What follows belongs to an exercise in optimizing a design on an open flow for small area; a production flow would make more cautious choices.
In this exercise RTL edits were held to simulation tests only and were not proved equivalent to the original.
The clock input has no modelled driver; a real chip could not lean on it and would need a root buffer or a full tree.
Power and IR drop assume default switching activity.

== north ==
==> module alarm_clock_pv, before the edit <==
module alarm_clock_pv(input clk, SW5, SW4, SW3, SW2, SW1, SW0, KEY1, KEY0,
	output logic [6:0] SEC_LSD, SEC_MSD, MIN_LSD,
	MIN_MSD, HR_LSD, HR_MSD,
	output logic LED7, LED5, LED4, LED3, LED2, LED1, LED0);
localparam [1:0] OP_NONE = 2'd0, OP_MIN = 2'd2, OP_HRS = 2'd3, OP_RUN = 2'd1;
localparam [2:0] T5 = 3'b010;  
localparam [3:0] U0 = 4'd4, U3 = 4'd14;  
localparam [111:0] SEGT = 112'b0010000011000000100100000010010010001001000100100010010000110011111000000000010000001111001111100111110011111001;
localparam [63:0] INCT = 64'b0100011111000110111011101110111011010101111100111001100110011001;
localparam [15:0] LASTT = 16'b1000000000000000;
logic [4:0] pc, pc_n;
logic tick, tick_run, post_tick;
assign tick = (pc == 5'd4) | (pc == 5'd14);
assign tick_run = (pc == 5'd4);
assign post_tick = (pc == 5'd5) | (pc == 5'd15);
assign pc_n = (pc == 5'd19) ? 5'd0 : pc + 5'd1;
logic [3:0] s0, m0, h0, am0, ah0;
logic [2:0] s1, m1, am1;
logic [1:0] h1, ah1;
logic sel;
logic [1:0] op;
logic [3:0] s0n;
logic [2:0] s1n;
function automatic [2:0] inc6(input [2:0] t);
	inc6 = {~t[1] | (t[2] & t[0]), ~t[1] | (t[0] ^ t[2]), ~t[0] & ~(t[2] ^ t[1])};
endfunction
logic [3:0] x_m0, x_h0, xn_m0, xn_h0;
logic [2:0] x_m1, xn_m1;
logic [1:0] x_h1, xn_h1;
assign x_h1 = sel ? ah1 : h1;
assign x_h0 = sel ? ah0 : h0;
assign x_m1 = sel ? am1 : m1;
assign x_m0 = sel ? am0 : m0;
logic inc_s, c_s0, c_s1, inc_m, c_m0, c_m1, inc_h;
logic s0_9, s1_5, m0_9, m1_5;
assign s0_9 = LASTT[s0];
assign s1_5 = (s1 == T5);
assign m0_9 = LASTT[x_m0];
assign m1_5 = (x_m1 == T5);
assign inc_s = (op == OP_RUN);
assign c_s0 = inc_s & s0_9;
assign c_s1 = c_s0 & s1_5;
assign inc_m = (op == OP_MIN) | c_s1;
assign c_m0 = inc_m & m0_9;
assign c_m1 = c_s1 & m0_9 & m1_5;
assign inc_h = (op == OP_HRS) | c_m1;
logic [3:0] s0_i, m0_i, h0_i;
logic [2:0] s1_i, m1_i;
assign s0_i = INCT[s0*4 +: 4];
assign m0_i = INCT[x_m0*4 +: 4];
assign h0_i = INCT[x_h0*4 +: 4];
assign s1_i = inc6(s1);
assign m1_i = inc6(x_m1);
always_comb begin
	s0n = inc_s ? s0_i : s0;
	s1n = c_s0 ? s1_i : s1;
	xn_m0 = inc_m ? m0_i : x_m0;
	xn_m1 = c_m0 ? m1_i : x_m1;
	xn_h0 = x_h0; xn_h1 = x_h1;
	if (inc_h) begin
		if (x_h1 == 2'd2 && x_h0 == U3) begin xn_h0 = U0; xn_h1 = 2'd0; end
		else begin xn_h0 = h0_i; if (LASTT[x_h0]) xn_h1 = {x_h1[0], ~x_h1[0]}; end
	end
end
logic alarm_set, time_set, run;
logic [1:0] op_new;
assign alarm_set = SW1 & ~KEY1;
assign time_set = SW2 & ~KEY1 & ~SW1;
assign run = SW5 & ~SW1 & ~SW2;
assign op_new = (alarm_set | time_set) ? (SW3 ? OP_HRS : OP_MIN) :
	((run & tick_run) ? OP_RUN : OP_NONE);
always_ff @(posedge clk) begin
	if (SW0) begin
		pc <= 5'd0;
		s0 <= U0; s1 <= 3'd0; m0 <= U0; m1 <= 3'd0; h0 <= U0; h1 <= 2'd0;
		am0 <= U0; am1 <= 3'd0; ah0 <= U0; ah1 <= 2'd0;
		sel <= 1'b0; op <= OP_NONE;
	end
	else begin
		pc <= pc_n;
		if (tick) begin
			s0 <= s0n; s1 <= s1n;
			if (sel) begin am0 <= xn_m0; am1 <= xn_m1; ah0 <= xn_h0; ah1 <= xn_h1; end
			else begin m0 <= xn_m0; m1 <= xn_m1; h0 <= xn_h0; h1 <= xn_h1; end
			sel <= SW1; op <= op_new;
		end
	end
end
logic match, changed, pend, pend_l, alarm, led_q;
assign match = (m0 == am0) && (m1 == am1) && (h0 == ah0) && (h1 == ah1);
assign changed = (op == OP_MIN) | (op == OP_HRS) | c_s1;
always_ff @(posedge clk) begin
	if (SW0 | ~KEY0) alarm <= 1'b0;
	else if (post_tick & pend & match) alarm <= 1'b1;
	if (SW0) pend <= 1'b0;
	else if (post_tick) pend <= KEY0 & SW4 & changed;
	else if (~KEY0) pend <= 1'b0;
	if (SW0) begin led_q <= 1'b0; pend_l <= 1'b0; end
	else if (tick) begin led_q <= alarm; pend_l <= pend; end
end
assign LED7 = led_q | (pend_l & match);
logic [3:0] d_hl, d_ml, d_sl;
logic [2:0] d_mm, d_sm;
logic [1:0] d_hm;
assign d_hm = x_h1;
assign d_hl = x_h0;
assign d_mm = x_m1;
assign d_ml = x_m0;
assign d_sm = sel ? 3'd0 : s1;
assign d_sl = sel ? U0 : s0;
seg_h g5(d_hm, HR_MSD);
assign HR_LSD = SEGT[d_hl*7 +: 7];
seg_t g3(d_mm, MIN_MSD);
assign MIN_LSD = SEGT[d_ml*7 +: 7];
seg_t g1(d_sm, SEC_MSD);
assign SEC_LSD = SEGT[d_sl*7 +: 7];
assign {LED5, LED4, LED3, LED2, LED1, LED0} = {SW5, SW4, SW3, SW2, SW1, SW0};
endmodule
==> module seg_h, before the edit <==
module seg_h(input [1:0] h, output logic [6:0] seg);
assign seg = {~h[1], h[1] | h[0], h[0], h[0], h[1], 1'b0, h[0]};
endmodule
export LEC_CHECK = 0
export CAP_MARGIN = 20
export CORE_MARGIN = 2
export CORE_UTILIZATION = 30
export SLEW_MARGIN = 20
create_clock -name core_clock -period 10.0 [get_ports {clk}]
standard.sh (not shown) runs the stock make flow with config.mk's settings and CLKGATE_MAP_FILE= SYNTH_SCRIPT=/design/flow/synth_recipe.tcl, a recipe that flattens the netlist after the stock synthesis.
==> flow/flow/run.sh <==
#!/bin/bash
# Layout flow: the standard synthesis; the combinational logic between the
# (unchanged) registers re-mapped with ABC for area; the standard ORFS
# floorplan and placement with port buffers of the smallest size; a one-level
# clock tree of a few buffers (mycts.tcl) in place of ORFS's CTS; then the
# standard ORFS routing and finish. Each tool's output goes to a log_* file.
set -euo pipefail
W=$(pwd)
R=$W/orfs/results/$FLOW_PLATFORM/alarm_clock_pv/base
PLAT=$FLOW_HOME/platforms/$FLOW_PLATFORM
LIB=$PLAT/lib/sky130_fd_sc_hd__tt_025C_1v80.lib
YOSYS=$FLOW_HOME/../tools/install/yosys/bin/yosys
[[ -x $YOSYS ]] || YOSYS=$(command -v yosys)
PORTBUF="BUFFER_PORTS_ARGS=-buffer_cell sky130_fd_sc_hd__buf_1"

bash standard.sh synth > $W/log_1_standard_synth.txt 2>&1
cp $R/1_2_yosys.v $W/synth_standard.v

sed -e "s#@LIB@#$LIB#g" -e "s#@IN@#$W/synth_standard.v#g" -e "s#@OUT@#$W/synth_remap.v#g" \
    -e "s#@TOP@#$FLOW_TOP#g" -e "s#@FLOW@#$W/flow#g" $W/flow/remap.ys.in > $W/remap.ys
$YOSYS -s $W/remap.ys > $W/log_2_remap.txt 2>&1
cp $W/synth_remap.v $R/1_2_yosys.v
rm -f $R/1_synth.odb $R/1_synth.sdc

bash standard.sh "$PORTBUF" place > $W/log_3_place.txt 2>&1

RESULTS_DIR=$R LIB_FILES=$LIB PLATFORM_DIR=$PLAT \
MY_CTS_BUF=${MY_CTS_BUF:-sky130_fd_sc_hd__clkbuf_4} MY_CTS_GROUPS=${MY_CTS_GROUPS:-4} \
  openroad -no_init -exit $W/flow/mycts.tcl > $W/log_4_cts.txt 2>&1

bash standard.sh "$PORTBUF" finish > $W/log_5_route_finish.txt 2>&1
Other scripts of this flow, unchanged in this note and not shown: flow/flow/mycts.tcl, flow/flow/remap.abc, flow/flow/remap.ys.in, flow/flow/stub.v
Setup changes, north to south
--- a/flow/design.v
+++ b/flow/design.v
@@ -4,10 +4,19 @@
 	output logic LED7, LED5, LED4, LED3, LED2, LED1, LED0);
 localparam [1:0] OP_NONE = 2'd0, OP_MIN = 2'd2, OP_HRS = 2'd3, OP_RUN = 2'd1;
 localparam [2:0] T5 = 3'b010;  
-localparam [3:0] U0 = 4'd4, U3 = 4'd14;  
+localparam [3:0] U0 = 4'd4;  
 localparam [111:0] SEGT = 112'b0010000011000000100100000010010010001001000100100010010000110011111000000000010000001111001111100111110011111001;
 localparam [63:0] INCT = 64'b0100011111000110111011101110111011010101111100111001100110011001;
 localparam [15:0] LASTT = 16'b1000000000000000;
+localparam [3:0] S0C = 4'd4;
+localparam [111:0] SEGS = 112'b0010000011000000100100000010010010001001000100100010010000110011111000000000010000001111001111100111110011111001;
+localparam [63:0] INCS = 64'b0100011111000110111011101110111011010101111100111001100110011001;
+localparam [15:0] LASTS = 16'b1000000000000000;
+localparam [3:0] H20 = 4'd8;
+localparam [111:0] HSEGT = 112'b0010000011000000100100000010010010010000000100100100000000110011111000000000010000001111001111100101001000110000;
+localparam [63:0] HINCT = 64'b0100011111000110111000101110001011010101111100111001000100000100;
+localparam [15:0] HLASTT = 16'b1000000000000000;
+localparam [15:0] HTWOT = 16'b0000010100000111;
 logic [4:0] pc, pc_n;
 logic tick, tick_run, post_tick;
 assign tick = (pc == 5'd4) | (pc == 5'd14);
@@ -16,7 +25,7 @@
 assign pc_n = (pc == 5'd19) ? 5'd0 : pc + 5'd1;
 logic [3:0] s0, m0, h0, am0, ah0;
 logic [2:0] s1, m1, am1;
-logic [1:0] h1, ah1;
+logic h1, ah1;  
 logic sel;
 logic [1:0] op;
 logic [3:0] s0n;
@@ -26,14 +35,14 @@
 endfunction
 logic [3:0] x_m0, x_h0, xn_m0, xn_h0;
 logic [2:0] x_m1, xn_m1;
-logic [1:0] x_h1, xn_h1;
+logic x_h1, xn_h1;
 assign x_h1 = sel ? ah1 : h1;
 assign x_h0 = sel ? ah0 : h0;
 assign x_m1 = sel ? am1 : m1;
 assign x_m0 = sel ? am0 : m0;
 logic inc_s, c_s0, c_s1, inc_m, c_m0, c_m1, inc_h;
 logic s0_9, s1_5, m0_9, m1_5;
-assign s0_9 = LASTT[s0];
+assign s0_9 = LASTS[s0];
 assign s1_5 = (s1 == T5);
 assign m0_9 = LASTT[x_m0];
 assign m1_5 = (x_m1 == T5);
@@ -44,11 +53,10 @@
 assign c_m0 = inc_m & m0_9;
 assign c_m1 = c_s1 & m0_9 & m1_5;
 assign inc_h = (op == OP_HRS) | c_m1;
-logic [3:0] s0_i, m0_i, h0_i;
+logic [3:0] s0_i, m0_i;
 logic [2:0] s1_i, m1_i;
-assign s0_i = INCT[s0*4 +: 4];
+assign s0_i = INCS[s0*4 +: 4];
 assign m0_i = INCT[x_m0*4 +: 4];
-assign h0_i = INCT[x_h0*4 +: 4];
 assign s1_i = inc6(s1);
 assign m1_i = inc6(x_m1);
 always_comb begin
@@ -58,8 +66,8 @@
 	xn_m1 = c_m0 ? m1_i : x_m1;
 	xn_h0 = x_h0; xn_h1 = x_h1;
 	if (inc_h) begin
-		if (x_h1 == 2'd2 && x_h0 == U3) begin xn_h0 = U0; xn_h1 = 2'd0; end
-		else begin xn_h0 = h0_i; if (LASTT[x_h0]) xn_h1 = {x_h1[0], ~x_h1[0]}; end
+		xn_h0 = (HLASTT[x_h0] & x_h1) ? H20 : HINCT[x_h0*4 +: 4];
+		xn_h1 = x_h1 ^ HLASTT[x_h0];
 	end
 end
 logic alarm_set, time_set, run;
@@ -72,8 +80,8 @@
 always_ff @(posedge clk) begin
 	if (SW0) begin
 		pc <= 5'd0;
-		s0 <= U0; s1 <= 3'd0; m0 <= U0; m1 <= 3'd0; h0 <= U0; h1 <= 2'd0;
-		am0 <= U0; am1 <= 3'd0; ah0 <= U0; ah1 <= 2'd0;
+		s0 <= S0C; s1 <= 3'd0; m0 <= U0; m1 <= 3'd0; h0 <= U0; h1 <= 1'b0;
+		am0 <= U0; am1 <= 3'd0; ah0 <= U0; ah1 <= 1'b0;
 		sel <= 1'b0; op <= OP_NONE;
 	end
 	else begin
@@ -101,19 +109,17 @@
 assign LED7 = led_q | (pend_l & match);
 logic [3:0] d_hl, d_ml, d_sl;
 logic [2:0] d_mm, d_sm;
-logic [1:0] d_hm;
-assign d_hm = x_h1;
 assign d_hl = x_h0;
 assign d_mm = x_m1;
 assign d_ml = x_m0;
 assign d_sm = sel ? 3'd0 : s1;
-assign d_sl = sel ? U0 : s0;
-seg_h g5(d_hm, HR_MSD);
-assign HR_LSD = SEGT[d_hl*7 +: 7];
+assign d_sl = sel ? S0C : s0;
+assign HR_MSD = {~HTWOT[d_hl], HTWOT[d_hl] | x_h1, x_h1, x_h1, HTWOT[d_hl], 1'b0, x_h1};
+assign HR_LSD = HSEGT[d_hl*7 +: 7];
 seg_t g3(d_mm, MIN_MSD);
 assign MIN_LSD = SEGT[d_ml*7 +: 7];
 seg_t g1(d_sm, SEC_MSD);
-assign SEC_LSD = SEGT[d_sl*7 +: 7];
+assign SEC_LSD = SEGS[d_sl*7 +: 7];
 assign {LED5, LED4, LED3, LED2, LED1, LED0} = {SW5, SW4, SW3, SW2, SW1, SW0};
 endmodule
 module seg_t(input [2:0] t, output logic [6:0] seg);
@@ -121,6 +127,3 @@
 assign {f, e, d} = t;
 assign seg = {~(f ^ e) & ~(e ^ d), f, e, d, f & ~e, ~f & e & ~d, d};
 endmodule
-module seg_h(input [1:0] h, output logic [6:0] seg);
-assign seg = {~h[1], h[1] | h[0], h[0], h[0], h[1], 1'b0, h[0]};
-endmodule
## What came out
- Going from north to south, core region area shrank slightly.
- north has higher post-placement worst setup slack than south.
- Number of inverters outside the clock class in the layout in south vs north: down 5
- south ended up with a lower fraction of final layout cells with drive strength greater than 1 than north did.
- Compared with north, in south switching power total went down, clock share of power went up, final critical path time including I/O delays and setup went up, power went down, static leakage went up.
- Relative to north, the share of total power in combinational logic of south is lower by 0.4 points.
- Fraction of area in registers (south over north): decrease, 1.2 points
In every run of this note, the design's own scripts or RTL, not TritonCTS, make the clock network.

-- static timing again, ports no longer ideal --
The flow's constraints put no driver on any port. The routed layouts listed below were extracted and timed again, unchanged, in two steps. Step 1 (the two cells are an assumption about what drives the block):
set clk [get_ports {clk}]
set_driving_cell -lib_cell sky130_fd_sc_hd__clkbuf_16 $clk
set_driving_cell -lib_cell sky130_fd_sc_hd__buf_2 [delete_from_list [all_inputs] $clk]
Step 2 moves the port delays by t, midway between the first and last clock arrival at a register: inputs arrive t later, outputs are due t later. That takes back most of the time a late clock gives input paths. Slacks: ideal / step 1 / step 2; pairs: ideal / step 1.
| run | shift t [ns] | setup WS [ns] | hold WS [ns] | pins driven straight from the clock port |
|---|---|---|---|---|
| north | 0.223 | 5.364 / 5.342 / 5.342 | 0.453 / 0.453 / 0.453 | 4 |
| south | 0.220 | 4.573 / 4.525 / 4.745 | 0.449 / 0.449 / 0.449 | 4 |
After both steps every run listed still meets setup and hold. The setup slack of north, which loses most, moves by -0.022 ns with the drivers and by -0.022 ns with both steps.
